From an optimization exercise on the open Yosys and OpenROAD flow, aimed at small area and a short achievable clock period; shortcuts taken in it are not production practice.
Only simulation tests tie the RTL to the original design; equivalence was not proved.
Power and IR drop assume default switching activity.

## flow/design.v (module list and top-level ports; edited modules follow where they fit)
// module hdl_cpu: 142 lines
// module memory_io: 48 lines
// module interrupt_controller: 81 lines
// module hazard_control_unit: 196 lines
// module timer: 34 lines
// module datapath: 322 lines
// module register_file: 36 lines
// module inst_word_sel_mux: 18 lines
// module fetch: 31 lines
// module prog_cntr_input_sel_mux: 32 lines
// module program_counter: 29 lines
// module if_id: 23 lines
// module decode: 71 lines
// module decode_logic: 499 lines
// module branch_resolution_logic: 69 lines
// module alu_forwarding_logic: 770 lines
// module id_ex_data_input_mux: 21 lines
// module id_ex: 91 lines
// module execute: 87 lines
// module alu_input_mux: 67 lines
// module alu: 59 lines
// module adder: 29 lines
// module multiplier: 21 lines
// module bit_shifter: 31 lines
// module bitwise_logic_unit: 29 lines
// module ex_mem_data_input_mux: 32 lines
// module flags_register: 18 lines
// module memory_forwarding_logic: 566 lines
// module ex_mem: 90 lines
// module memory: 97 lines
// module mem_addr_sel_mux: 28 lines
// module mem_str_data_sel_mux: 66 lines
// module mem_wb_data_input_mux: 75 lines
// module sfr_file: 144 lines
// module sfr_sel_mux: 37 lines
// module mem_wb: 40 lines
module hdl_cpu(
	input clock,
	input nreset,
	output [13:0] prog_mem_addra,
	input [31:0] prog_mem_douta,
	input [7:0] prog_mem_doutb,
	output [15:0] addr_in,
	output [11:0] data_in,
	output main_mem_wen,
	input [7:0] main_mem_dout,
	output fb_wena,
	input [11:0] fb_douta,
	output call_stk_wen,
	output [7:0] call_stk_addr,
	output [13:0] call_stk_din,
	input [13:0] call_stk_dout,
	input vblank_int,
	input [7:0] prta_in,
	output [7:0] led,
	output [7:0] prta_out,
	output [7:0] prtb_out
);
  // ...
==> flow/run.sh <==
#!/bin/bash
# synth_recipe.tcl (not shown) runs the flow's synth.tcl, then flattens the netlist and writes it again
# the make line also repeats each setting of config.mk as NAME=value (left out here)
make -C /OpenROAD-flow-scripts/flow DESIGN_CONFIG=/design/flow/config.mk WORK_HOME=/design/flow/orfs CLKGATE_MAP_FILE= SYNTH_SCRIPT=/design/flow/synth_recipe.tcl finish
==> flow/config.mk <==
export PLATFORM = sky130hd
export DESIGN_NAME = hdl_cpu
export DESIGN_NICKNAME = hdl_cpu
export VERILOG_FILES = /design/flow/design.v
export SDC_FILE = /design/flow/constraint.sdc
export NUM_CORES = 4
export LEC_CHECK = 0
export CAP_MARGIN = 20
export CORE_MARGIN = 2
export CORE_UTILIZATION = 40
export SLEW_MARGIN = 20
==> flow/constraint.sdc <==
create_clock -name core_clock -period 20.0 [get_ports {clock}]
set_input_delay 4.0000 -clock core_clock [delete_from_list [all_inputs] [get_ports {clock}]]
set_output_delay 4.0000 -clock core_clock [all_outputs]
set_load 0.01 [all_outputs]
==> flow_metrics.env, run 1 <==
export IMPL_cp_end_kind="output pin"
export IMPL_crit_chain="ha_1 -> nand3_1 -> nor2_1 -> nand2_1 -> xnor2_1 -> mux4_2 -> clkdlybuf4s50_1"
export IMPL_multi_input_area_um2=24800
export IMPL_die_h_um=356
export IMPL_synth_top_family_by_area="simple AND/OR/NAND/NOR gates"
export IMPL_synth_common_cells="nor2_1, edfxtp_1, nand2_1"
export IMPL_clk_pin_slew_worst_paths_ps=60
export IMPL_status="timing/DRC/antenna clean"
export IMPL_clockNetworkAreaShare_pct=9.24
export IMPL_cp_num_buf_inv=1
export IMPL_slew_viol_final=0
export IMPL_routed_wl_um=170000
export IMPL_fin_area_um2=58100
export IMPL_hold_viol=0
export IMPL_setup_viol=0
export IMPL_wl_met2_um=76700
export IMPL_ys_warn_count=30
export IMPL_dr_wl_met3_um=18100
export IMPL_p_sw_mw=1.41
export IMPL_max_cap_violations=0
export IMPL_critPathTopFamily="simple AND/OR/NAND/NOR gates"
export IMPL_dominant_cell_class="multi-input gates"
export IMPL_synthMuxAreaShare_pct=12.5
export IMPL_vias=41090
export IMPL_synth_edff_count=512
export IMPL_worstMarginPinSlew_ps=1290
export IMPL_crit_type="reg2out"
export IMPL_hold_class="reg2reg"
export IMPL_swShare_pct=29.1
==> module hdl_cpu, before the edit <==
module hdl_cpu(
	input clock,
	input nreset,
	output [13:0] prog_mem_addra,
	input [31:0] prog_mem_douta,
	input [7:0] prog_mem_doutb,
	output [15:0] addr_in,
	output [11:0] data_in,
	output main_mem_wen,
	input [7:0] main_mem_dout,
	output fb_wena,
	input [11:0] fb_douta,
	output call_stk_wen,
	output [7:0] call_stk_addr,
	output [13:0] call_stk_din,
	input [13:0] call_stk_dout,
	input vblank_int,
	input [7:0] prta_in,
	output [7:0] led,
	output [7:0] prta_out,
	output [7:0] prtb_out
);
	wire call_stk_en;
	wire main_mem_en;
	wire fb_en;
	wire prog_mem_en;
	wire mem_wen;
	wire [11:0] data_out;
	memory_io mem_buffer(
		.call_stk_en(call_stk_en),
		.main_mem_en(main_mem_en),
		.prog_mem_en(prog_mem_en),
		.fb_en(fb_en),
		.mem_wen(mem_wen),
		.data_out(data_out),
		.call_stk_wen(call_stk_wen),
		.main_mem_wen(main_mem_wen),
		.main_mem_dout(main_mem_dout),
		.prog_mem_doutb(prog_mem_doutb),
		.frame_buf_wena(fb_wena),
		.frame_buf_douta(fb_douta)
	);
	wire [71:0] sfr_input;
	wire [111:0] sfr_output;
	assign sfr_input[7:0] = prta_in;
	assign prta_out = sfr_output[103:96];
	assign prtb_out = sfr_output[95:88];
	wire interrupt;
	wire [13:0] interrupt_vector_address;
	wire [3:0] hazard_control_unit_state;
	wire illegal_opcode_exception;
	wire timer_compare_match;
	interrupt_controller int_controller(
		.clock(clock),
		.nreset(nreset),
		.vblank_int(vblank_int),
		.illegal_opcode_exception(illegal_opcode_exception),
		.timer_compare_match(1'b0),
		.hazard_unit_state(hazard_control_unit_state),
		.interrupt(interrupt),
		.int_vec_addr(interrupt_vector_address),
		.control_reg(sfr_output[15:8]),
		.mask_reg(sfr_output[23:16])
	);
	wire ret;
	wire halt;
	wire fetch_stl_req;
	wire dec_stl_req;
	wire take_branch_target;
	wire stall_fetch;
	wire stall_decode;
	wire [3:0] prog_cntr_load_sel;
	wire inst_word_sel;
	wire [31:0] hazard_instruction;
	wire [13:0] hazard_int_addr;
	hazard_control_unit hazard_unit(
		.clock(clock),
		.nreset(nreset),
		.ret(ret),
		.halt(halt),
		.fetch_stl_req(fetch_stl_req),
		.dec_stl_req(dec_stl_req),
		.take_branch_target(take_branch_target),
		.interrupt(interrupt),
		.interrupt_vector_address(interrupt_vector_address),
		.stall_fetch(stall_fetch),
		.stall_decode(stall_decode),
		.prog_cntr_load_sel(prog_cntr_load_sel),
		.inst_word_sel(inst_word_sel),
		.new_inst_word(hazard_instruction),
		.prog_cntr_int_addr(hazard_int_addr),
		.control_state(hazard_control_unit_state)
	);
	timer hardware_timer(
		.clock(clock),
		.nreset(nreset),
		.control_reg(sfr_output[111:104]),
		.timer_compare_value(sfr_output[87:24]),
		.timer_compare_match(timer_compare_match),
		.timer_value(sfr_input[71:8])
	);
	wire [15:0] memwb_data;
	wire [7:0] mem_wb_opcode;
	wire [1:0] reg_file_wen;
	wire mem_wb_reti_bit;
	datapath pipeline(
		.clock(clock),
		.nreset(nreset),
		.mem_wb_opcode(mem_wb_opcode),
		.mem_wb_reti_bit(mem_wb_reti_bit),
		.memwb_data(memwb_data),
		.reg_file_wen_ext(reg_file_wen),
		.prog_cntr_val(prog_mem_addra),
		.mem_fetch_instruction(prog_mem_douta),
		.main_mem_en(main_mem_en),
		.prog_mem_en(prog_mem_en),
		.fb_en(fb_en),
		.call_stk_en(call_stk_en),
		.mem_wen(mem_wen),
		.mem_addr(addr_in),
		.call_stk_addr(call_stk_addr),
		.write_data(data_in),
		.read_data(data_out),
		.call_stk_write_data(call_stk_din),
		.call_stk_read_data(call_stk_dout),
		.stall_fetch(stall_fetch),
		.stall_decode(stall_decode),
		.hazard_prog_cntr_sel(prog_cntr_load_sel),
		.inst_word_sel(inst_word_sel),
		.hazard_inst_word(hazard_instruction),
		.prog_cntr_int_addr(hazard_int_addr),
		.stall_fetch_req(fetch_stl_req),
		.stall_decode_req(dec_stl_req),
		.halt(halt),
		.take_branch_target(take_branch_target),
		.illegal_opcode_exception(illegal_opcode_exception),
		.return_in_pipeline(ret),
		.sfr_file_in(sfr_input),
		.sfr_file_out(sfr_output)
	);
	assign led = sfr_output[7:0];
endmodule
==> module hazard_control_unit, before the edit <==
module hazard_control_unit(
	input clock,
	input nreset,
	input ret,
	input halt,
	input fetch_stl_req,
	input dec_stl_req,
	input take_branch_target,
	input interrupt,
	input [13:0] interrupt_vector_address,
	output reg stall_fetch,
	output reg stall_decode,
	output reg [3:0] prog_cntr_load_sel,
	output reg inst_word_sel,
	output reg [31:0] new_inst_word,
	output reg [13:0] prog_cntr_int_addr,
	output [3:0] control_state
);
	reg [3:0] state, next_state;
	always @ (negedge clock)
	begin
		if(nreset == 1'b0)
		begin
			state <= 0;
		end
		else
		begin
			state <= next_state;
		end
	end
	always @ (*)
	begin
		case(state)
			4'h0 :
			begin
				stall_fetch <= 1'b0;
				stall_decode <= 1'b0;
				prog_cntr_load_sel <= 4'b0010;
				inst_word_sel <= 1'b0;
				new_inst_word <= 32'h00000000;
				prog_cntr_int_addr <= 14'h0000;
				if(ret == 1'b1)
				begin
					next_state <= 4'b0101;
				end
				else if(halt == 1'b1)
				begin
					next_state <= 4'b0001;
				end
				else if(take_branch_target == 1'b1)
				begin
					next_state <= 4'b1001;
				end
				else if(fetch_stl_req == 1'b1)
				begin
					next_state <= 4'b0011;
				end
				else if(dec_stl_req == 1'b1)
				begin
					next_state <= 4'b0100;
				end
				else if(interrupt == 1'b1)
				begin
					next_state <= 4'b0010;
				end
				else
				begin
					next_state <= 4'b0000;
				end
			end
			4'h1 :
			begin
				stall_fetch <= 1'b1;
				stall_decode <= 1'b0;
				prog_cntr_load_sel <= 4'b0010;
				inst_word_sel <= 1'b1;
				new_inst_word <= 32'h00000000;
				prog_cntr_int_addr <= 14'h0000;
				if(interrupt == 1'b1)
				begin
					next_state <= 4'b0010;
				end
				else
				begin
					next_state <= 4'b0001;
				end
			end
			4'h2 :
			begin
				stall_fetch <= 1'b0;
				stall_decode <= 1'b0;
				prog_cntr_load_sel <= 4'b0100;
				inst_word_sel <= 1'b1;
				new_inst_word[31:18] <= interrupt_vector_address;
				new_inst_word[17:0] <= 18'h00042;
				prog_cntr_int_addr <= interrupt_vector_address;
				next_state <= 4'b0000;
			end
			4'h3 :
			begin
				stall_fetch <= 1'b1;
				stall_decode <= 1'b0;
				prog_cntr_load_sel <= 4'b0010;
				inst_word_sel <= 1'b1;
				new_inst_word <= 32'h00000000;
				prog_cntr_int_addr <= 14'h0000;
				if(interrupt == 1'b1)
				begin
					next_state <= 4'b0010;
				end
				else
				begin
					next_state <= 4'b0000;
				end
			end
			4'h4 :
			begin
				stall_fetch <= 1'b1;
				stall_decode <= 1'b1;
				prog_cntr_load_sel <= 4'b0010;
				inst_word_sel <= 1'b0;
				new_inst_word <= 32'h00000000;
				prog_cntr_int_addr <= 14'h0000;
				if(interrupt == 1'b1)
				begin
					next_state <= 4'b0010;
				end
				else
				begin
					next_state <= 4'b0000;
				end
			end
			4'h5 :
			begin
				stall_fetch <= 1'b1;
				stall_decode <= 1'b0;
				prog_cntr_load_sel <= 4'b0010;
				inst_word_sel <= 1'b1;
				new_inst_word <= 32'h00000000;
				prog_cntr_int_addr <= 14'h0000;
				next_state <= 4'b0110;
			end
			4'h6 :
			begin
				stall_fetch <= 1'b1;
				stall_decode <= 1'b0;
				prog_cntr_load_sel <= 4'b0010;
				inst_word_sel <= 1'b1;
				new_inst_word <= 32'h00000000;
				prog_cntr_int_addr <= 14'h0000;
				next_state <= 4'b0111;
			end
			4'h7 :
			begin
				stall_fetch <= 1'b1;
				stall_decode <= 1'b0;
				prog_cntr_load_sel <= 4'b0010;
				inst_word_sel <= 1'b1;
				new_inst_word <= 32'h00000000;
				prog_cntr_int_addr <= 14'h0000;
				next_state <= 4'b1000;
			end
			4'h8 :
			begin
				stall_fetch <= 1'b0;
				stall_decode <= 1'b0;
				prog_cntr_load_sel <= 4'b1000;
				inst_word_sel <= 1'b1;
				new_inst_word <= 32'h00000000;
				prog_cntr_int_addr <= 14'h0000;
				next_state <= 4'b0000;
			end
			4'h9 :
			begin
				stall_fetch <= 1'b0;
				stall_decode <= 1'b0;
				prog_cntr_load_sel <= 4'b0001;
				inst_word_sel <= 1'b1;
				new_inst_word <= 32'h00000000;
				prog_cntr_int_addr <= 14'h0000;
				next_state <= 4'b0000;
			end
			default
			begin
				stall_fetch <= 1'b0;
				stall_decode <= 1'b0;
				prog_cntr_load_sel <= 4'b0010;
				inst_word_sel <= 1'b0;
				new_inst_word <= 32'h00000000;
				prog_cntr_int_addr <= 14'h0000;
				next_state <= 4'b0000;
			end
		endcase
	end
	assign control_state = state;
endmodule
==> module datapath, before the edit <==
module datapath(
	input clock,
	input nreset,
	output [7:0] mem_wb_opcode,
	output mem_wb_reti_bit,
	output [15:0] memwb_data,
	output [1:0] reg_file_wen_ext,
	output [13:0] prog_cntr_val,
	input [31:0] mem_fetch_instruction,
	output main_mem_en,
	output prog_mem_en,
	output fb_en,
	output call_stk_en,
	output mem_wen,
	output [15:0] mem_addr,
	output [7:0] call_stk_addr,
	output [11:0] write_data,
	input [11:0] read_data,
	output [13:0] call_stk_write_data,
	input [13:0] call_stk_read_data,
	input stall_fetch,
	input stall_decode,
	input [3:0] hazard_prog_cntr_sel,
	input inst_word_sel,
	input [31:0] hazard_inst_word,
	input [13:0] prog_cntr_int_addr,
	output stall_fetch_req,
	output stall_decode_req,
	output halt,
	output take_branch_target,
	output illegal_opcode_exception,
	output return_in_pipeline,
	input [71:0] sfr_file_in,
	output [111:0] sfr_file_out
);
	wire [1:0] reg_file_wen;
	wire [1:0] reg_file_ren;
	wire [15:0] reg_file_rd_data;
	wire [15:0] reg_file_wr_data;
	wire [9:0] reg_file_rd_addr;
	wire [9:0] reg_file_wr_addr;
	register_file reg_file(
		.clock(clock),
		.nreset(nreset),
		.wr_en(reg_file_wen),
		.rd_en(reg_file_ren),
		.wr_addr(reg_file_wr_addr),
		.rd_addr(reg_file_rd_addr),
		.data_in(reg_file_wr_data),
		.data_out(reg_file_rd_data)
	);
	wire [31:0] if_id_inst;
	inst_word_sel_mux fetch_inst_word_sel_mux(
		.sel(inst_word_sel),
		.mem_inst_word(mem_fetch_instruction),
		.hazard_unit_inst_word(hazard_inst_word),
		.inst_word_out(if_id_inst)
	);
	wire [13:0] fetch_return_address;
	wire [13:0] ret_addr_wb;
	fetch fetch_stage(
		.clock(clock),
		.nreset(nreset),
		.stall(stall_fetch),
		.prog_mem_fetch_read_addr(prog_cntr_val),
		.prog_cntr_input_sel(hazard_prog_cntr_sel),
		.branch_target_address(if_id_inst_out[31:18]),
		.interrupt_branch_addr(prog_cntr_int_addr),
		.ret_addr_mem(ret_addr_wb),
		.ret_addr_out(fetch_return_address)
	);
	wire [31:0] if_id_inst_out;
	wire [13:0] if_id_ret_addr;
	wire stall_ifid;
	assign stall_ifid = stall_fetch & ~inst_word_sel;
	if_id if_id_register(
		.clock(clock),
		.nreset(nreset),
		.stall(stall_ifid),
		.instruction_in(if_id_inst),
		.instruction_out(if_id_inst_out),
		.return_addr_in(fetch_return_address),
		.return_addr_out(if_id_ret_addr)
	);
	assign reg_file_rd_addr = if_id_inst_out[17:8];
	wire [31:0] id_ex_instruction_out;
	wire [31:0] ex_mem_instruction_out;
	wire [31:0] mem_wb_instruction_out;
	wire [2:0] alu_flags;
	wire [4:0] alu_top_sel;
	wire [4:0] alu_bot_sel;
	wire [1:0] ex_mem_data_input_sel_dec;
	wire mem_wen_dec;
	wire main_mem_en_dec;
	wire fb_en_dec;
	wire call_stk_en_dec;
	wire prog_mem_en_dec;
	wire [6:0] mem_ptr_ctl_dec;
	wire [1:0] reg_file_wen_dec;
	wire [1:0] sfr_wren_dec;
	wire [15:0] id_ex_data;
	decode decode_stage(
		.clock(clock),
		.nreset(nreset),
		.reg_file_ren(reg_file_ren),
		.reg_file_data_top(reg_file_rd_data[15:8]),
		.reg_file_data_bot(reg_file_rd_data[7:0]),
		.take_branch_target(take_branch_target),
		.instruction_word(if_id_inst_out),
		.id_ex_instruction(id_ex_instruction_out),
		.ex_mem_instruction(ex_mem_instruction_out),
		.alu_flags(alu_flags),
		.alu_top_sel(alu_top_sel),
		.alu_bot_sel(alu_bot_sel),
		.ex_mem_data_input_sel(ex_mem_data_input_sel_dec),
		.mem_wen(mem_wen_decode),
		.main_memory_en(main_mem_en_dec),
		.fb_en(fb_en_dec),
		.call_stack_en(call_stk_en_dec),
		.prog_mem_en(prog_mem_en_dec),
		.mem_ptr_ctl(mem_ptr_ctl_dec),
		.reg_file_wen(reg_file_wen_dec),
		.sfr_file_wren(sfr_wren_dec),
		.id_ex_data_top(id_ex_data[15:8]),
		.id_ex_data_bot(id_ex_data[7:0]),
		.stall_fetch(stall_fetch_req),
		.stall_decode(stall_decode_req),
		.halt(halt),
		.illegal_opcode_exception(illegal_opcode_exception),
		.return_in_pipeline(return_in_pipeline)
	);
	wire [4:0] alu_top_sel_out;
	wire [4:0] alu_bot_sel_out;
	wire mem_wen_id_ex;
	wire main_mem_en_idex;
	wire fb_en_idex;
	wire call_stk_en_idex;
	wire prog_mem_en_idex;
	wire [6:0] mem_ptr_ctl_idex;
	wire call_stk_addr_sel_idex;
	wire stk_addr_sel_idex;
	wire [1:0] ex_mem_data_input_sel_idex;
	wire [1:0] reg_file_wen_idex;
	wire [1:0] sfr_wren_idex;
	wire [15:0] id_ex_data_out;
	wire [13:0] ret_addr_idex;
	id_ex id_ex_register(
		.clock(clock),
		.nreset(nreset),
		.stall(stall_decode),
		.alu_top_select_in(alu_top_sel),
		.alu_top_select_out(alu_top_sel_out),
		.alu_bot_select_in(alu_bot_sel),
		.alu_bot_select_out(alu_bot_sel_out),
		.id_ex_top_in(id_ex_data[15:8]),
		.id_ex_top_out(id_ex_data_out[15:8]),
		.id_ex_bot_in(id_ex_data[7:0]),
		.id_ex_bot_out(id_ex_data_out[7:0]),
		.instruction_in(if_id_inst_out),
		.instruction_out(id_ex_instruction_out),
		.mem_wen_in(mem_wen_decode),
		.mem_wen_out(mem_wen_id_ex),
		.main_memory_enable_in(main_mem_en_dec),
		.main_memory_enable_out(main_mem_en_idex),
		.frame_buffer_enable_in(fb_en_dec),
		.frame_buffer_enable_out(fb_en_idex),
		.call_stack_enable_in(call_stk_en_dec),
		.call_stack_enable_out(call_stk_en_idex),
		.prog_mem_enable_in(prog_mem_en_dec),
		.prog_mem_enable_out(prog_mem_en_idex),
		.mem_ptr_ctl_in(mem_ptr_ctl_dec),
		.mem_ptr_ctl_out(mem_ptr_ctl_idex),
		.stk_addr_sel_in(mem_ptr_ctl_dec[1]),
		.stk_addr_sel_out(stk_addr_sel_idex),
		.call_stk_addr_sel_in(mem_ptr_ctl_dec[2]),
		.call_stk_addr_sel_out(call_stk_addr_sel_idex),
		.ex_mem_data_input_sel_in(ex_mem_data_input_sel_dec),
		.ex_mem_data_input_sel_out(ex_mem_data_input_sel_idex),
		.reg_file_wen_in(reg_file_wen_dec),
		.reg_file_wen_out(reg_file_wen_idex),
		.sfr_file_wren_in(sfr_wren_dec),
		.sfr_file_wren_out(sfr_wren_idex),
		.call_addr_in(if_id_ret_addr),
		.call_addr_out(ret_addr_idex)
	);
	wire [15:0] ex_mem_data_out;
	wire [15:0] execute_data_out;
	wire [4:0] sfr_input_sel_ex;
	wire [4:0] mem_str_data_sel_top_ex;
	wire [4:0] mem_str_data_sel_bot_ex;
	wire [3:0] mem_wb_data_sel_top_ex;
	wire [6:0] mem_wb_data_sel_bot_ex;
	execute execute_stage(
		.clock(clock),
		.nreset(nreset),
		.alu_top_sel(alu_top_sel_out),
		.alu_bot_sel(alu_bot_sel_out),
		.data_in_top(id_ex_data_out[15:8]),
		.data_in_bot(id_ex_data_out[7:0]),
		.instruction(id_ex_instruction_out),
		.ex_mem_data_input_sel(ex_mem_data_input_sel_idex),
		.flags_out(alu_flags),
		.ex_mem_operation(ex_mem_instruction_out),
		.mem_wb_operation(mem_wb_instruction_out),
		.ex_mem_data_top(ex_mem_data_out[15:8]),
		.ex_mem_data_bot(ex_mem_data_out[7:0]),
		.mem_wb_data_top(mem_wb_data_out[15:8]),  
		.mem_wb_data_bot(mem_wb_data_out[7:0]),
		.data_out_top(execute_data_out[15:8]),
		.data_out_bot(execute_data_out[7:0]),
		.sfr_input_sel(sfr_input_sel_ex),
		.mem_str_data_sel_top(mem_str_data_sel_top_ex),
		.mem_str_data_sel_bot(mem_str_data_sel_bot_ex),
		.mem_wb_data_sel_top(mem_wb_data_sel_top_ex),
		.mem_wb_data_sel_bot(mem_wb_data_sel_bot_ex)
	);
	wire [6:0] mem_ptr_ctl_exmem;
	wire call_stk_addr_sel_exmem;
	wire stk_addr_sel_exmem;
	wire [1:0] reg_file_wen_exmem;
	wire [1:0] sfr_wren_exmem;
	wire [4:0] sfr_input_sel_exmem;
	wire [4:0] mem_str_data_sel_top_exmem;
	wire [4:0] mem_str_data_sel_bot_exmem;
	wire [3:0] mem_wb_data_sel_top_exmem;
	wire [6:0] mem_wb_data_sel_bot_exmem;
	ex_mem ex_mem_register(
		.clock(clock),
		.nreset(nreset),
		.data_top_in(execute_data_out[15:8]),
		.data_top_out(ex_mem_data_out[15:8]),
		.data_bot_in(execute_data_out[7:0]),
		.data_bot_out(ex_mem_data_out[7:0]),
		.instruction_in(id_ex_instruction_out),
		.instruction_out(ex_mem_instruction_out),
		.mem_wen_in(mem_wen_id_ex),
		.mem_wen_out(mem_wen),
		.main_memory_enable_in(main_mem_en_idex),
		.main_memory_enable_out(main_mem_en),
		.frame_buffer_enable_in(fb_en_idex),
		.frame_buffer_enable_out(fb_en),
		.call_stack_enable_in(call_stk_en_idex),
		.call_stack_enable_out(call_stk_en),
		.prog_mem_enable_in(prog_mem_en_idex),
		.prog_mem_enable_out(prog_mem_en),
		.mem_ptr_ctl_in(mem_ptr_ctl_idex),
		.mem_ptr_ctl_out(mem_ptr_ctl_exmem),
		.call_stk_addr_sel_in(call_stk_addr_sel_idex),
		.call_stk_addr_sel_out(call_stk_addr_sel_exmem),
		.stk_addr_sel_in(stk_addr_sel_idex),
		.stk_addr_sel_out(stk_addr_sel_exmem),
		.mem_wb_data_sel_top_in(mem_wb_data_sel_top_ex),
		.mem_wb_data_sel_top_out(mem_wb_data_sel_top_exmem),
		.mem_wb_data_sel_bot_in(mem_wb_data_sel_bot_ex),
		.mem_wb_data_sel_bot_out(mem_wb_data_sel_bot_exmem),
		.sfr_file_input_sel_in(sfr_input_sel_ex),
		.sfr_file_input_sel_out(sfr_input_sel_exmem),
		.mem_str_data_sel_top_in(mem_str_data_sel_top_ex),
		.mem_str_data_sel_top_out(mem_str_data_sel_top_exmem),
		.mem_str_data_sel_bot_in(mem_str_data_sel_bot_ex),
		.mem_str_data_sel_bot_out(mem_str_data_sel_bot_exmem),
		.reg_file_wen_in(reg_file_wen_idex),
		.reg_file_wen_out(reg_file_wen_exmem),
		.sfr_file_wren_in(sfr_wren_idex),
		.sfr_file_wren_out(sfr_wren_exmem),
		.call_addr_in(ret_addr_idex),
		.call_addr_out(call_stk_write_data)
	);
	wire [15:0] memory_data_out;
	wire [15:0] mem_wb_tm1_data_out;
	memory memory_stage(
		.clock(clock),
		.nreset(nreset),
		.data_in_top(ex_mem_data_out[15:8]),
		.data_in_bot(ex_mem_data_out[7:0]),
		.instruction(ex_mem_instruction_out),
		.mem_wb_data_input_sel_top(mem_wb_data_sel_top_exmem),
		.mem_wb_data_input_sel_bot(mem_wb_data_sel_bot_exmem),
		.sfr_file_input_sel(sfr_input_sel_exmem),
		.mem_ptr_ctl(mem_ptr_ctl_exmem),
		.call_stk_addr_sel(call_stk_addr_sel_exmem),
		.stk_addr_sel(stk_addr_sel_exmem),
		.mem_str_data_input_sel_top(mem_str_data_sel_top_exmem),
		.mem_str_data_input_sel_bot(mem_str_data_sel_bot_exmem),
		.sfr_file_wren(sfr_wren_exmem),
		.data_out_top(memory_data_out[15:8]),
		.data_out_bot(memory_data_out[7:0]),
		.mem_wb_top(mem_wb_data_out[15:8]),
		.mem_wb_bot(mem_wb_data_out[7:0]),
		.mem_wb_tm1_top(mem_wb_tm1_data_out[15:8]),
		.mem_wb_tm1_bot(mem_wb_tm1_data_out[7:0]),
		.address(mem_addr),
		.call_stack_ptr(call_stk_addr),
		.mem_read_data(read_data),
		.mem_write_data(write_data),
		.sfr_file_in(sfr_file_in), 					 
		.sfr_file_out(sfr_file_out)
	);
	wire [15:0] mem_wb_data_out;
	mem_wb mem_wb_register(
		.clock(clock),
		.nreset(nreset),
		.data_top_in(memory_data_out[15:8]),
		.data_top_out(mem_wb_data_out[15:8]),
		.data_bot_in(memory_data_out[7:0]),
		.data_bot_out(mem_wb_data_out[7:0]),
		.data_tm1_top(mem_wb_tm1_data_out[15:8]),
		.data_tm1_bot(mem_wb_tm1_data_out[7:0]),
		.instruction_in(ex_mem_instruction_out),
		.instruction_out(mem_wb_instruction_out),
		.reg_file_wen_in(reg_file_wen_exmem),
		.reg_file_wen_out(reg_file_wen),
		.ret_addr_in(call_stk_read_data), 				 
		.ret_addr_out(ret_addr_wb)
	);
	assign reg_file_wr_data = mem_wb_data_out;
	assign memwb_data = mem_wb_data_out;
	assign reg_file_wen_ext = reg_file_wen; 
	assign reg_file_wr_addr = mem_wb_instruction_out[17:8];
	assign mem_wb_opcode = mem_wb_instruction_out[7:0];
	assign mem_wb_reti_bit = mem_wb_instruction_out[20];
endmodule
==> module register_file, before the edit <==
module register_file(
	input clock,
	input nreset,
	input [1:0] wr_en,
	input [1:0] rd_en,
	input [9:0] wr_addr,
	input [9:0] rd_addr,
	input [15:0] data_in,
	output [15:0] data_out
);
	integer i;
	reg [7:0] reg_file [0:31];
	always @ (negedge clock)
	begin
		if(nreset == 1'b0)
		begin
			for(i=0;i<32;i=i+1)
			begin
				reg_file[i] <= 0;
			end
		end
		else
		begin
			if(wr_en[0] == 1'b1)
			begin
				reg_file[wr_addr[4:0]] <= data_in[7:0];
			end
			if(wr_en[1] == 1'b1)
			begin
				reg_file[wr_addr[9:5]] <= data_in[15:8];
			end
		end
	end
	assign data_out[7:0] = rd_en[0] ? reg_file[rd_addr[4:0]] : 8'h00;
	assign data_out[15:8] = rd_en[1] ? reg_file[rd_addr[9:5]] : 8'h00;
endmodule
==> module memory, before the edit <==
module memory(
	input clock,
	input nreset,
	input [7:0] data_in_top,
	input [7:0] data_in_bot,
	input [31:0] instruction,
	input [3:0] mem_wb_data_input_sel_top,
	input [6:0] mem_wb_data_input_sel_bot,
	input [4:0] sfr_file_input_sel,
	input [6:0] mem_ptr_ctl,
	input call_stk_addr_sel,
	input stk_addr_sel,
	input [4:0] mem_str_data_input_sel_top,
	input [4:0] mem_str_data_input_sel_bot,
	input [1:0] sfr_file_wren,
	output [7:0] data_out_top,
	output [7:0] data_out_bot,
	input [7:0] mem_wb_top,
	input [7:0] mem_wb_bot,
	input [7:0] mem_wb_tm1_top,
	input [7:0] mem_wb_tm1_bot,
	output [15:0] address,
	output [7:0] call_stack_ptr,
	input [11:0] mem_read_data, 		 
	output [11:0] mem_write_data,
	input [71:0] sfr_file_in,
	output [111:0] sfr_file_out
);
	wire [7:0] sfr_input;
	sfr_sel_mux sfr_in_sel(
		.sel_signals(sfr_file_input_sel),
		.ex_mem_data_bot(data_in_bot),
		.mem_wb_data_top(mem_wb_top),
		.mem_wb_data_bot(mem_wb_bot),
		.mem_wb_tm1_data_top(mem_wb_tm1_top),
		.mem_wb_tm1_data_bot(mem_wb_tm1_bot),
		.sfr_data_input(sfr_input)
	);
	wire [7:0] sfr_output;
	wire [15:0] x_ptr;
	wire [15:0] y_ptr;
	wire [15:0] z_ptr;
	wire [15:0] stack_ptr;
	sfr_file sf_reg_file(
		.clock(clock),
		.nreset(nreset),
		.mem_ptr_ctl_signals(mem_ptr_ctl), 	 
		.call_stk_addr_sel(call_stk_addr_sel),
		.stk_addr_sel(stk_addr_sel),
		.wren(sfr_file_wren),
		.wr_addr(instruction[12:8]),
		.write_data(sfr_input),
		.rd_addr(instruction[17:13]),
		.read_data(sfr_output),
		.stack_ptr(stack_ptr),
		.x_ptr(x_ptr),
		.y_ptr(y_ptr),
		.z_ptr(z_ptr),
		.call_stk_ptr(call_stack_ptr),
		.sfr_file_in(sfr_file_in),
		.sfr_file_out(sfr_file_out)
	);
	mem_str_data_sel_mux mem_data_in_mux(
		.sel_signal_top(mem_str_data_input_sel_top),
		.sel_signal_bot(mem_str_data_input_sel_bot),
		.ex_mem_data_top(data_in_top),
		.ex_mem_data_bot(data_in_bot),
		.mem_wb_data_top(mem_wb_top),		 
		.mem_wb_data_bot(mem_wb_bot),
		.mem_wb_tm1_data_top(mem_wb_tm1_top),
		.mem_wb_tm1_data_bot(mem_wb_tm1_bot),
		.mem_data(mem_write_data)
	);
	mem_addr_sel_mux mem_addr_in_mux(
		.sel_signals(instruction[19:18]),
		.x_ptr(x_ptr),
		.y_ptr(y_ptr),
		.z_ptr(z_ptr),
		.stack_ptr(stack_ptr),
		.mem_addr(address)
	);
	mem_wb_data_input_mux mem_wb_input_mux(
			.sel_signals_top(mem_wb_data_input_sel_top),
			.sel_signals_bot(mem_wb_data_input_sel_bot),
			.sfr_data(sfr_output),
			.ex_mem_data_top(data_in_top),
			.ex_mem_data_bot(data_in_bot),
			.ld_res_top(mem_read_data[11:8]),
			.ld_res_bot(mem_read_data[7:0]),
			.mem_wb_top(mem_wb_top),
			.mem_wb_bot(mem_wb_bot),
			.mem_wb_tm1_top(mem_wb_tm1_top),
			.mem_wb_tm1_bot(mem_wb_tm1_bot),
			.mem_data_out_top(data_out_top),
			.mem_data_out_bot(data_out_bot)
		);
endmodule
==> module sfr_file, before the edit <==
module sfr_file(
	input clock,
	input nreset,
	input [6:0] mem_ptr_ctl_signals,  	 
	input call_stk_addr_sel,
	input stk_addr_sel,
	input [1:0] wren,
	input [4:0] wr_addr,
	input [7:0] write_data,
	input [4:0] rd_addr,
	output [7:0] read_data,
	output [15:0] stack_ptr,
	output [15:0] x_ptr,
	output [15:0] y_ptr,
	output [15:0] z_ptr,
	output [7:0] call_stk_ptr,
	input [71:0] sfr_file_in,
	output [111:0] sfr_file_out
);
	integer i;
	reg [7:0] sfr_array [0:31];
	reg [7:0] out_data;
	wire [15:0] x_intermediate;
	assign x_intermediate[15:8] = sfr_array[3];
	assign x_intermediate[7:0] = sfr_array[2];
	wire [15:0] x_inc;
	wire [15:0] y_intermediate;
	assign y_intermediate[15:8] = sfr_array[5];
	assign y_intermediate[7:0] = sfr_array[4];
	wire [15:0] y_inc;
	wire [15:0] z_intermediate;
	assign z_intermediate[15:8] = sfr_array[7];
	assign z_intermediate[7:0] = sfr_array[6];
	wire [15:0] z_inc;
	wire [15:0] stk_ptr_intermediate;
	assign stk_ptr_intermediate[15:8] = sfr_array[1];
	assign stk_ptr_intermediate[7:0] = sfr_array[0];
	wire [15:0] stk_ptr_dec;
	wire [15:0] stk_ptr_inc;
	wire [7:0] call_stk_inc;
	wire [7:0] call_stk_dec;
	always @ (negedge clock)
	begin
		if(nreset == 1'b0)
		begin
			for(i=0;i<32;i=i+1)
			begin
				sfr_array[i] <= 0;
			end
			out_data <= 8'h00;
		end
		else
		begin
			if(wren[0] == 1'b1)
			begin
				sfr_array[wr_addr] <= write_data;
			end
			else
			begin
				if(mem_ptr_ctl_signals == 7'b0000010 && wren[0] == 1'b0)
				begin
					sfr_array[0] <= stk_ptr_inc[7:0];
					sfr_array[1] <= stk_ptr_inc[15:8];
				end
				else if(mem_ptr_ctl_signals == 7'b0000001 && wren[0] == 1'b0)
				begin
					sfr_array[0] <= stk_ptr_dec[7:0];
					sfr_array[1] <= stk_ptr_dec[15:8];
				end
				else if(mem_ptr_ctl_signals == 7'b0000100 && wren[0] == 1'b0)
				begin
					sfr_array[9] <= call_stk_dec;
				end
				else if(mem_ptr_ctl_signals == 7'b0001000 && wren[0] == 1'b0)
				begin
					sfr_array[9] <= call_stk_inc;
				end
				else if(mem_ptr_ctl_signals == 7'b0010000 && wren[0] == 1'b0)
				begin
					sfr_array[2] <= x_inc[7:0];
					sfr_array[3] <= x_inc[15:8];
				end
				else if(mem_ptr_ctl_signals == 7'b0100000 && wren[0] == 1'b0)
				begin
					sfr_array[4] <= y_inc[7:0];
					sfr_array[5] <= y_inc[15:8];
				end
				else if(mem_ptr_ctl_signals == 7'b1000000 && wren[0] == 1'b0)
				begin
					sfr_array[6] <= z_inc[7:0];
					sfr_array[7] <= z_inc[15:8];
				end
				sfr_array[23] <= sfr_file_in[7:0]; 	 
				sfr_array[24] <= sfr_file_in[15:8]; 	 
				sfr_array[25] <= sfr_file_in[23:16]; 	 
				sfr_array[26] <= sfr_file_in[31:24]; 	 
				sfr_array[27] <= sfr_file_in[39:32]; 	 
				sfr_array[28] <= sfr_file_in[47:40]; 	 
				sfr_array[29] <= sfr_file_in[55:48]; 	 
				sfr_array[30] <= sfr_file_in[63:56]; 	 
				sfr_array[31] <= sfr_file_in[71:64]; 	 
			end
			if(wren[1] == 1'b1)
			begin
				out_data <= sfr_array[rd_addr];
			end
			else
			begin
				out_data <= 8'h00;
			end
		end
	end
	assign stack_ptr[7:0] = stk_addr_sel ? stk_ptr_inc : sfr_array[0];
	assign stack_ptr[15:8] = stk_addr_sel ? stk_ptr_inc : sfr_array[1];
	assign x_ptr[7:0] = sfr_array[2];
	assign x_ptr[15:8] = sfr_array[3];
	assign y_ptr[7:0] = sfr_array[4];
	assign y_ptr[15:8] = sfr_array[5];
	assign z_ptr[7:0] = sfr_array[6];
	assign z_ptr[15:8] = sfr_array[7];
	assign x_inc = x_intermediate + 1;
	assign y_inc = y_intermediate + 1;
	assign z_inc = z_intermediate + 1;
	assign stk_ptr_inc = stk_ptr_intermediate + 1;
	assign stk_ptr_dec = stk_ptr_intermediate - 1;
	assign call_stk_inc = sfr_array[9] + 1;
	assign call_stk_dec = sfr_array[9] - 1;
	assign call_stk_ptr = call_stk_addr_sel ? call_stk_dec : sfr_array[9];
	assign sfr_file_out[7:0] = sfr_array[10]; 	 
	assign sfr_file_out[15:8] = sfr_array[11];
	assign sfr_file_out[23:16] = sfr_array[12];
	assign sfr_file_out[31:24] = sfr_array[13]; 	 
	assign sfr_file_out[40:32] = sfr_array[14]; 	 
	assign sfr_file_out[48:41] = sfr_array[15]; 	 
	assign sfr_file_out[56:49] = sfr_array[16]; 	 
	assign sfr_file_out[63:57] = sfr_array[17]; 	 
	assign sfr_file_out[71:64] = sfr_array[18]; 	 
	assign sfr_file_out[79:72] = sfr_array[19]; 	 
	assign sfr_file_out[87:80] = sfr_array[20]; 	 
	assign sfr_file_out[95:88] = sfr_array[21];
	assign sfr_file_out[103:96] = sfr_array[22]; 	 
	assign sfr_file_out[111:104] = sfr_array[8]; 	 
	assign read_data = out_data;
endmodule
==> inputs of run 2 (changes only) <==
--- a/flow/design.v
+++ b/flow/design.v
@@ -22,2 +22,10 @@
 );
+	reg nreset_d;
+	reg [7:0] prta_d;
+	always @ (posedge clock)
+	begin
+		nreset_d <= nreset;
+		prta_d <= prta_in;
+	end
+	wire [23:0] sfr_ctrl_next;
 	wire call_stk_en;
@@ -44,3 +52,3 @@
 	wire [111:0] sfr_output;
-	assign sfr_input[7:0] = prta_in;
+	assign sfr_input[7:0] = prta_d;
 	assign prta_out = sfr_output[103:96];
@@ -61,4 +69,4 @@
 		.int_vec_addr(interrupt_vector_address),
-		.control_reg(sfr_output[15:8]),
-		.mask_reg(sfr_output[23:16])
+		.control_reg(sfr_ctrl_next[15:8]),
+		.mask_reg(sfr_ctrl_next[23:16])
 	);
@@ -78,2 +86,3 @@
 		.nreset(nreset),
+		.nreset_d(nreset_d),
 		.ret(ret),
@@ -96,3 +105,3 @@
 		.nreset(nreset),
-		.control_reg(sfr_output[111:104]),
+		.control_reg(sfr_ctrl_next[7:0]),
 		.timer_compare_value(sfr_output[87:24]),
@@ -108,2 +117,4 @@
 		.nreset(nreset),
+		.nreset_d(nreset_d),
+		.sfr_ctrl_next(sfr_ctrl_next),
 		.mem_wb_opcode(mem_wb_opcode),
@@ -274,2 +285,3 @@
 	input nreset,
+	input nreset_d,
 	input ret,
@@ -289,13 +301,24 @@
 );
-	reg [3:0] state, next_state;
-	always @ (negedge clock)
+	reg [3:0] state_q, next_state;
+	wire [3:0] state = nreset_d ? next_state : 4'h0;
+	always @ (posedge clock)
+		state_q <= state;
+	always @ (*)
 	begin
-		if(nreset == 1'b0)
-		begin
-			state <= 0;
-		end
-		else
-		begin
-			state <= next_state;
-		end
+		case(state_q)
+			4'h0 :
+				if(ret) next_state = 4'h5;
+				else if(halt) next_state = 4'h1;
+				else if(take_branch_target) next_state = 4'h9;
+				else if(fetch_stl_req) next_state = 4'h3;
+				else if(dec_stl_req) next_state = 4'h4;
+				else if(interrupt) next_state = 4'h2;
+				else next_state = 4'h0;
+			4'h1 : next_state = interrupt ? 4'h2 : 4'h1;
+			4'h3, 4'h4 : next_state = interrupt ? 4'h2 : 4'h0;
+			4'h5 : next_state = 4'h6;
+			4'h6 : next_state = 4'h7;
+			4'h7 : next_state = 4'h8;
+			default : next_state = 4'h0;
+		endcase
 	end
@@ -303,56 +326,13 @@
 	begin
+		stall_fetch = 1'b0;
+		stall_decode = 1'b0;
+		prog_cntr_load_sel = 4'b0010;
+		inst_word_sel = 1'b0;
+		new_inst_word = 32'h00000000;
+		prog_cntr_int_addr = 14'h0000;
 		case(state)
-			4'h0 :
-			begin
-				stall_fetch <= 1'b0;
-				stall_decode <= 1'b0;
-				prog_cntr_load_sel <= 4'b0010;
-				inst_word_sel <= 1'b0;
-				new_inst_word <= 32'h00000000;
-				prog_cntr_int_addr <= 14'h0000;
-				if(ret == 1'b1)
-				begin
-					next_state <= 4'b0101;
-				end
-				else if(halt == 1'b1)
-				begin
-					next_state <= 4'b0001;
-				end
-				else if(take_branch_target == 1'b1)
-				begin
-					next_state <= 4'b1001;
-				end
-				else if(fetch_stl_req == 1'b1)
-				begin
-					next_state <= 4'b0011;
-				end
-				else if(dec_stl_req == 1'b1)
-				begin
-					next_state <= 4'b0100;
-				end
-				else if(interrupt == 1'b1)
-				begin
-					next_state <= 4'b0010;
-				end
-				else
-				begin
-					next_state <= 4'b0000;
-				end
-			end
-			4'h1 :
+			4'h1, 4'h3, 4'h5, 4'h6, 4'h7 :
 			begin
-				stall_fetch <= 1'b1;
-				stall_decode <= 1'b0;
-				prog_cntr_load_sel <= 4'b0010;
-				inst_word_sel <= 1'b1;
-				new_inst_word <= 32'h00000000;
-				prog_cntr_int_addr <= 14'h0000;
-				if(interrupt == 1'b1)
-				begin
-					next_state <= 4'b0010;
-				end
-				else
-				begin
-					next_state <= 4'b0001;
-				end
+				stall_fetch = 1'b1;
+				inst_word_sel = 1'b1;
 			end
@@ -360,27 +340,6 @@
 			begin
-				stall_fetch <= 1'b0;
-				stall_decode <= 1'b0;
-				prog_cntr_load_sel <= 4'b0100;
-				inst_word_sel <= 1'b1;
-				new_inst_word[31:18] <= interrupt_vector_address;
-				new_inst_word[17:0] <= 18'h00042;
-				prog_cntr_int_addr <= interrupt_vector_address;
-				next_state <= 4'b0000;
-			end
-			4'h3 :
-			begin
-				stall_fetch <= 1'b1;
-				stall_decode <= 1'b0;
-				prog_cntr_load_sel <= 4'b0010;
-				inst_word_sel <= 1'b1;
-				new_inst_word <= 32'h00000000;
-				prog_cntr_int_addr <= 14'h0000;
-				if(interrupt == 1'b1)
-				begin
-					next_state <= 4'b0010;
-				end
-				else
-				begin
-					next_state <= 4'b0000;
-				end
+				prog_cntr_load_sel = 4'b0100;
+				inst_word_sel = 1'b1;
+				new_inst_word = {interrupt_vector_address, 18'h00042};
+				prog_cntr_int_addr = interrupt_vector_address;
 			end
@@ -388,46 +347,4 @@
 			begin
-				stall_fetch <= 1'b1;
-				stall_decode <= 1'b1;
-				prog_cntr_load_sel <= 4'b0010;
-				inst_word_sel <= 1'b0;
-				new_inst_word <= 32'h00000000;
-				prog_cntr_int_addr <= 14'h0000;
-				if(interrupt == 1'b1)
-				begin
-					next_state <= 4'b0010;
-				end
-				else
-				begin
-					next_state <= 4'b0000;
-				end
-			end
-			4'h5 :
-			begin
-				stall_fetch <= 1'b1;
-				stall_decode <= 1'b0;
-				prog_cntr_load_sel <= 4'b0010;
-				inst_word_sel <= 1'b1;
-				new_inst_word <= 32'h00000000;
-				prog_cntr_int_addr <= 14'h0000;
-				next_state <= 4'b0110;
-			end
-			4'h6 :
-			begin
-				stall_fetch <= 1'b1;
-				stall_decode <= 1'b0;
-				prog_cntr_load_sel <= 4'b0010;
-				inst_word_sel <= 1'b1;
-				new_inst_word <= 32'h00000000;
-				prog_cntr_int_addr <= 14'h0000;
-				next_state <= 4'b0111;
-			end
-			4'h7 :
-			begin
-				stall_fetch <= 1'b1;
-				stall_decode <= 1'b0;
-				prog_cntr_load_sel <= 4'b0010;
-				inst_word_sel <= 1'b1;
-				new_inst_word <= 32'h00000000;
-				prog_cntr_int_addr <= 14'h0000;
-				next_state <= 4'b1000;
+				stall_fetch = 1'b1;
+				stall_decode = 1'b1;
 			end
@@ -435,9 +352,4 @@
 			begin
-				stall_fetch <= 1'b0;
-				stall_decode <= 1'b0;
-				prog_cntr_load_sel <= 4'b1000;
-				inst_word_sel <= 1'b1;
-				new_inst_word <= 32'h00000000;
-				prog_cntr_int_addr <= 14'h0000;
-				next_state <= 4'b0000;
+				prog_cntr_load_sel = 4'b1000;
+				inst_word_sel = 1'b1;
 			end
@@ -445,20 +357,6 @@
 			begin
-				stall_fetch <= 1'b0;
-				stall_decode <= 1'b0;
-				prog_cntr_load_sel <= 4'b0001;
-				inst_word_sel <= 1'b1;
-				new_inst_word <= 32'h00000000;
-				prog_cntr_int_addr <= 14'h0000;
-				next_state <= 4'b0000;
-			end
-			default
-			begin
-				stall_fetch <= 1'b0;
-				stall_decode <= 1'b0;
-				prog_cntr_load_sel <= 4'b0010;
-				inst_word_sel <= 1'b0;
-				new_inst_word <= 32'h00000000;
-				prog_cntr_int_addr <= 14'h0000;
-				next_state <= 4'b0000;
+				prog_cntr_load_sel = 4'b0001;
+				inst_word_sel = 1'b1;
 			end
+			default : ;
 		endcase
@@ -504,2 +402,4 @@
 	input nreset,
+	input nreset_d,
+	output [23:0] sfr_ctrl_next,
 	output [7:0] mem_wb_opcode,
@@ -537,2 +437,3 @@
 	wire [1:0] reg_file_wen;
+	wire [1:0] reg_file_wen_exmem;
 	wire [1:0] reg_file_ren;
@@ -545,3 +446,3 @@
 		.nreset(nreset),
-		.wr_en(reg_file_wen),
+		.wr_en(reg_file_wen_exmem),
 		.rd_en(reg_file_ren),
@@ -720,3 +621,2 @@
 	wire stk_addr_sel_exmem;
-	wire [1:0] reg_file_wen_exmem;
 	wire [1:0] sfr_wren_exmem;
@@ -797,3 +697,5 @@
 		.sfr_file_in(sfr_file_in), 					 
-		.sfr_file_out(sfr_file_out)
+		.sfr_file_out(sfr_file_out),
+		.nreset_d(nreset_d),
+		.sfr_ctrl_next(sfr_ctrl_next)
 	);
@@ -816,6 +718,6 @@
 	);
-	assign reg_file_wr_data = mem_wb_data_out;
+	assign reg_file_wr_data = memory_data_out;
 	assign memwb_data = mem_wb_data_out;
 	assign reg_file_wen_ext = reg_file_wen; 
-	assign reg_file_wr_addr = mem_wb_instruction_out[17:8];
+	assign reg_file_wr_addr = ex_mem_instruction_out[17:8];
 	assign mem_wb_opcode = mem_wb_instruction_out[7:0];
@@ -835,3 +737,3 @@
 	reg [7:0] reg_file [0:31];
-	always @ (negedge clock)
+	always @ (posedge clock)
 	begin
@@ -3545,2 +3447,4 @@
 	input nreset,
+	input nreset_d,
+	output [23:0] sfr_ctrl_next,
 	input [7:0] data_in_top,
@@ -3588,2 +3492,3 @@
 		.nreset(nreset),
+		.nreset_d(nreset_d),
 		.mem_ptr_ctl_signals(mem_ptr_ctl), 	 
@@ -3602,3 +3507,4 @@
 		.sfr_file_in(sfr_file_in),
-		.sfr_file_out(sfr_file_out)
+		.sfr_file_out(sfr_file_out),
+		.ctrl_next(sfr_ctrl_next)
 	);
@@ -3811,2 +3717,3 @@
 	input nreset,
+	input nreset_d,
 	input [6:0] mem_ptr_ctl_signals,  	 
@@ -3825,3 +3732,4 @@
 	input [71:0] sfr_file_in,
-	output [111:0] sfr_file_out
+	output [111:0] sfr_file_out,
+	output [23:0] ctrl_next
 );
@@ -3829,3 +3737,2 @@
 	reg [7:0] sfr_array [0:31];
-	reg [7:0] out_data;
 	wire [15:0] x_intermediate;
@@ -3849,5 +3756,5 @@
 	wire [7:0] call_stk_dec;
-	always @ (negedge clock)
+	always @ (posedge clock)
 	begin
-		if(nreset == 1'b0)
+		if(nreset_d == 1'b0)
 		begin
@@ -3857,3 +3764,2 @@
 			end
-			out_data <= 8'h00;
 		end
@@ -3910,10 +3816,2 @@
 			end
-			if(wren[1] == 1'b1)
-			begin
-				out_data <= sfr_array[rd_addr];
-			end
-			else
-			begin
-				out_data <= 8'h00;
-			end
 		end
@@ -3950,3 +3848,6 @@
 	assign sfr_file_out[111:104] = sfr_array[8]; 	 
-	assign read_data = out_data;
+	assign read_data = wren[1] ? sfr_array[rd_addr] : 8'h00;
+	assign ctrl_next[7:0] = ~nreset_d ? 8'h00 : (wren[0] && wr_addr == 5'd8) ? write_data : sfr_array[8];
+	assign ctrl_next[15:8] = ~nreset_d ? 8'h00 : (wren[0] && wr_addr == 5'd11) ? write_data : sfr_array[11];
+	assign ctrl_next[23:16] = ~nreset_d ? 8'h00 : (wren[0] && wr_addr == 5'd12) ? write_data : sfr_array[12];
 endmodule
==> flow_metrics.env, run 2 <==
export IMPL_r2r_end="pipeline.id_ex_register.mem_ptr_ctl_signals[1]"
export IMPL_grt_max_degree=84
export IMPL_drt_iter0_markers=5086
export IMPL_antenna_cells=0
export IMPL_routedLengthMet1_um=69200
export IMPL_endpoint="pipeline.id_ex_register.mem_ptr_ctl_signals[1]"
export IMPL_syn_avg_cell_area_um2=10.7
export IMPL_cts_sinks=907
export IMPL_dr_wl_met3_um=19000
export IMPL_synth_common_cells="edfxtp_1, nor2_1, nand2_1"
export IMPL_top_layer="met5"
export IMPL_status="timing/DRC/antenna clean"
export IMPL_vias=39730
export IMPL_rows=128
export IMPL_yosysSeqAreaShare_pct=47.3
export IMPL_routed_wl_um=172000
export IMPL_overflow=0
export IMPL_layout_common_cells="edfxtp_1, nor2_1, nand2_1"
export IMPL_clockRootBuffer="clkbuf_16"
export IMPL_fmax_mhz=102
export IMPL_clock_skew_ps=57.0
export IMPL_hpwl_um=121000
export IMPL_cp_slowest_cell="dfxtp_1"
export IMPL_async_flop_share_pct=0
export IMPL_syn2layout_area_growth_pct=14.2
export IMPL_clk_pin_slew_worst_paths_ps=60
export IMPL_synthCells=4602
export IMPL_max_stage_delay_ps=770
export IMPL_slew_limit_headroom_pct=21.5
export IMPL_drcViolationCount=0
export IMPL_die_h_um=355
export IMPL_htree_levels=3
export IMPL_ant_nets=0
export IMPL_drive_gt1_share_pct=13.3
export IMPL_r2r_slack_ps=10160
export IMPL_crit_type="reg2reg"
export IMPL_setup_viol=0
export IMPL_routedWlPerCell_um=27.1
export IMPL_cts_resized=0
export IMPL_synth_area_um2=49200
export IMPL_synth_top_area_share_pct=31.2
export IMPL_leakage_nw=19.5
export IMPL_viasPerCell=6.26
export IMPL_syn_nets=4779
export IMPL_start_kind="flop"
export IMPL_crit_top_cell="fa_1"
export IMPL_ys_warn_count=31
export IMPL_reg_top3="pipeline.memory_stage.sf_reg_file.sfr_array x256, pipeline.reg_file.reg_file x256, hardware_timer.timer_value x64"
export IMPL_ioPinCount=176
export IMPL_grt_antenna_before_repair=4
export IMPL_layout_commonest_cell="edfxtp_1"
export IMPL_die_w_um=355
export IMPL_setup_tns_final_ps=0
export IMPL_dieArea_um2=126000
export IMPL_postCtsSetupRepairBufs=0
export IMPL_cp_num_buf_inv=3
export IMPL_clk_latency_ps=760
export IMPL_critPathMaxFanout=48
export IMPL_synth_seq_cells=907
export IMPL_crit_start="pipeline.id_ex_register.instruction_out[20]"
export IMPL_critPathTopFamily="simple AND/OR/NAND/NOR gates"
export IMPL_netlist_top_cell_by_area="edfxtp_1"
export IMPL_nNetsFinal=4805
export IMPL_wl_met2_um=77200
export IMPL_synth_ff_type="edfxtp_1"
export IMPL_cp_end_kind="flop"
export IMPL_period_minus_slack_ps=9840
export IMPL_pre_cts_ws_ps=10290
export IMPL_power_per_cell_area_nw_per_um2=80.4
export IMPL_hold_start="pipeline.id_ex_register.mem_wen_out"
export IMPL_clockBufferDepth=3
export IMPL_slew_viol_final=0
export IMPL_post_route_period_util_pct=49.2
export IMPL_setup_slack_ps=10160
export IMPL_place_congestion=0.972
export IMPL_hold_viol=0
export IMPL_grt_pass1_wl_um=252000
export IMPL_regToRegStartpoint="pipeline.id_ex_register.instruction_out[20]"
export IMPL_reg2regPathDepth=25
export IMPL_ir_drop_uv=71.5
export IMPL_rsz0062_at_grt="false"
export IMPL_cts_made_buffers=101
export IMPL_synth_edff_count=512
export IMPL_yosysMostFrequentCell="edfxtp_1"
export IMPL_cp_arrival_ps=10530
export IMPL_cp_num_cells=25
export IMPL_cts_tree="done"
export IMPL_grt_pass1_vias=37547
export IMPL_hold_class="reg2reg"
export IMPL_required_ps=20690
export IMPL_ys_types=107
export IMPL_io_buffers=175
export IMPL_gr_usage_all_layers_pct=26.7
export IMPL_synthTopCellsByArea="edfxtp_1, dfxtp_1, mux4_2"
export IMPL_holdBufCountCts=0
export IMPL_drtPass1Iterations=7
export IMPL_worstMarginPinSlew_ps=1170
export IMPL_coreArea_um2=122000
export IMPL_start_util_pct=40.4
export IMPL_max_cap_violations=0
-- run 2: changes by cell type after synthesis, moves of 10 or more --
cell and change:
nand3_1 +62, o22ai_1 +259, clkbuf_1 -22, a211oi_1 -20, inv_1 +10, xnor2_1 +17, nor2_1 -57, mux2_2 +15
mux4_2 -13, a22o_1 -257, a222oi_1 +11, nand3b_1 -20, nand4_1 +13, nand2_1 +16
-- run 2: how the worst min path moves through the flow --
stage                     slack (ps)  depth (start not counted)                                               to
after floorplan                  410                          1        pipeline.ex_mem_register.call_addr_out[0]
after global placement           420                          1             pipeline.ex_mem_register.mem_wen_out
after detailed placement         420                          1  pipeline.ex_mem_register.main_memory_enable_out
after CTS                        430                          1        pipeline.ex_mem_register.call_addr_out[9]
after global routing             450                          1             pipeline.ex_mem_register.mem_wen_out
final                            430                          1             pipeline.ex_mem_register.mem_wen_out
-- run 2: area by class of cell --
| type | count | area [um^2] |
|---|---|---|
| clock buffers | 130 | 2850 |
| repair buffers | 259 | 2380 |
| fillers | 11170 | 65700 |
| well taps | 1625 | 2030 |
| clock inverters | 62 | 682 |
| flip-flops and latches | 907 | 23300 |
| inverters | 118 | 443 |
| multi-input cells | 3241 | 24500 |
-- run 2: metal layers --
layer,up-vias,global-route usage (%)
met3,330,6.24
met1,19690,36.8
li1,17386,-
met4,6,9.96
met5,-,0
met2,2318,41.1
-- run 2: cell families after synthesis --
kind of cell | synth area share (%)
AO/OA/AOI/OAI | 12.8
XOR/XNOR | 4.59
adder cells (fa/ha/maj) | 2.93
buffers and inverters | 3.60
flip-flops | 47.3
multiplexers | 12.4
AND/OR/NAND/NOR | 16.3
-- run 2: power by group --
| group | switching (mW) | leakage (nW) | internal (mW) |
|---|---|---|---|
| clock | 0.830 | 1.72 | 1.14 |
| combinational | 0.275 | 9.17 | 0.193 |
| sequential | 0.0676 | 8.64 | 2.01 |
| total | 1.17 | 19.5 | 3.34 |
-- run 2: stage by stage --
step                      hold WS, ps  instances  area, um^2  total power [mW]  utilization, %
final                             431       6342       56200              4.52            46.1
after global routing              445       6342       56200              4.64            46.1
after floorplan                   412       4602       49200              2.39               -
after global placement            417       6150       52600              2.57            43.2
after detailed placement          419       6150       52600              2.58            43.2
after CTS                         432       6342       56100              4.52            46.1

-- what the ideal ports hide --
The results above use ideal ports. As a check the final layout listed here was re-extracted and re-timed, cells and wires unchanged.
Step 1: set_driving_cell puts a clkbuf_16 on clock and a buf_2 on each other input, an assumption about the parent block.
Step 2 times the ports against the registers' clock, not the clock port: input delays grow and output delays shrink by t, the midpoint of the rising clock arrivals with the driver on.
Slacks: ideal / step 1 / step 2; pairs: ideal / step 1.
run: run 2
t (ns): 0.805
setup slack, ns: 10.163 / 10.163 / 10.163
worst setup path at the end: register to register
worst register clock-pin slew, ns: 0.07 / 0.07
worst slew at a driven data input, ns: 0.09
After both steps setup and hold are still met in run 2. For run 2, drivers alone change the setup slack by 0.000 ns; drivers and shift together by 0.000 ns.
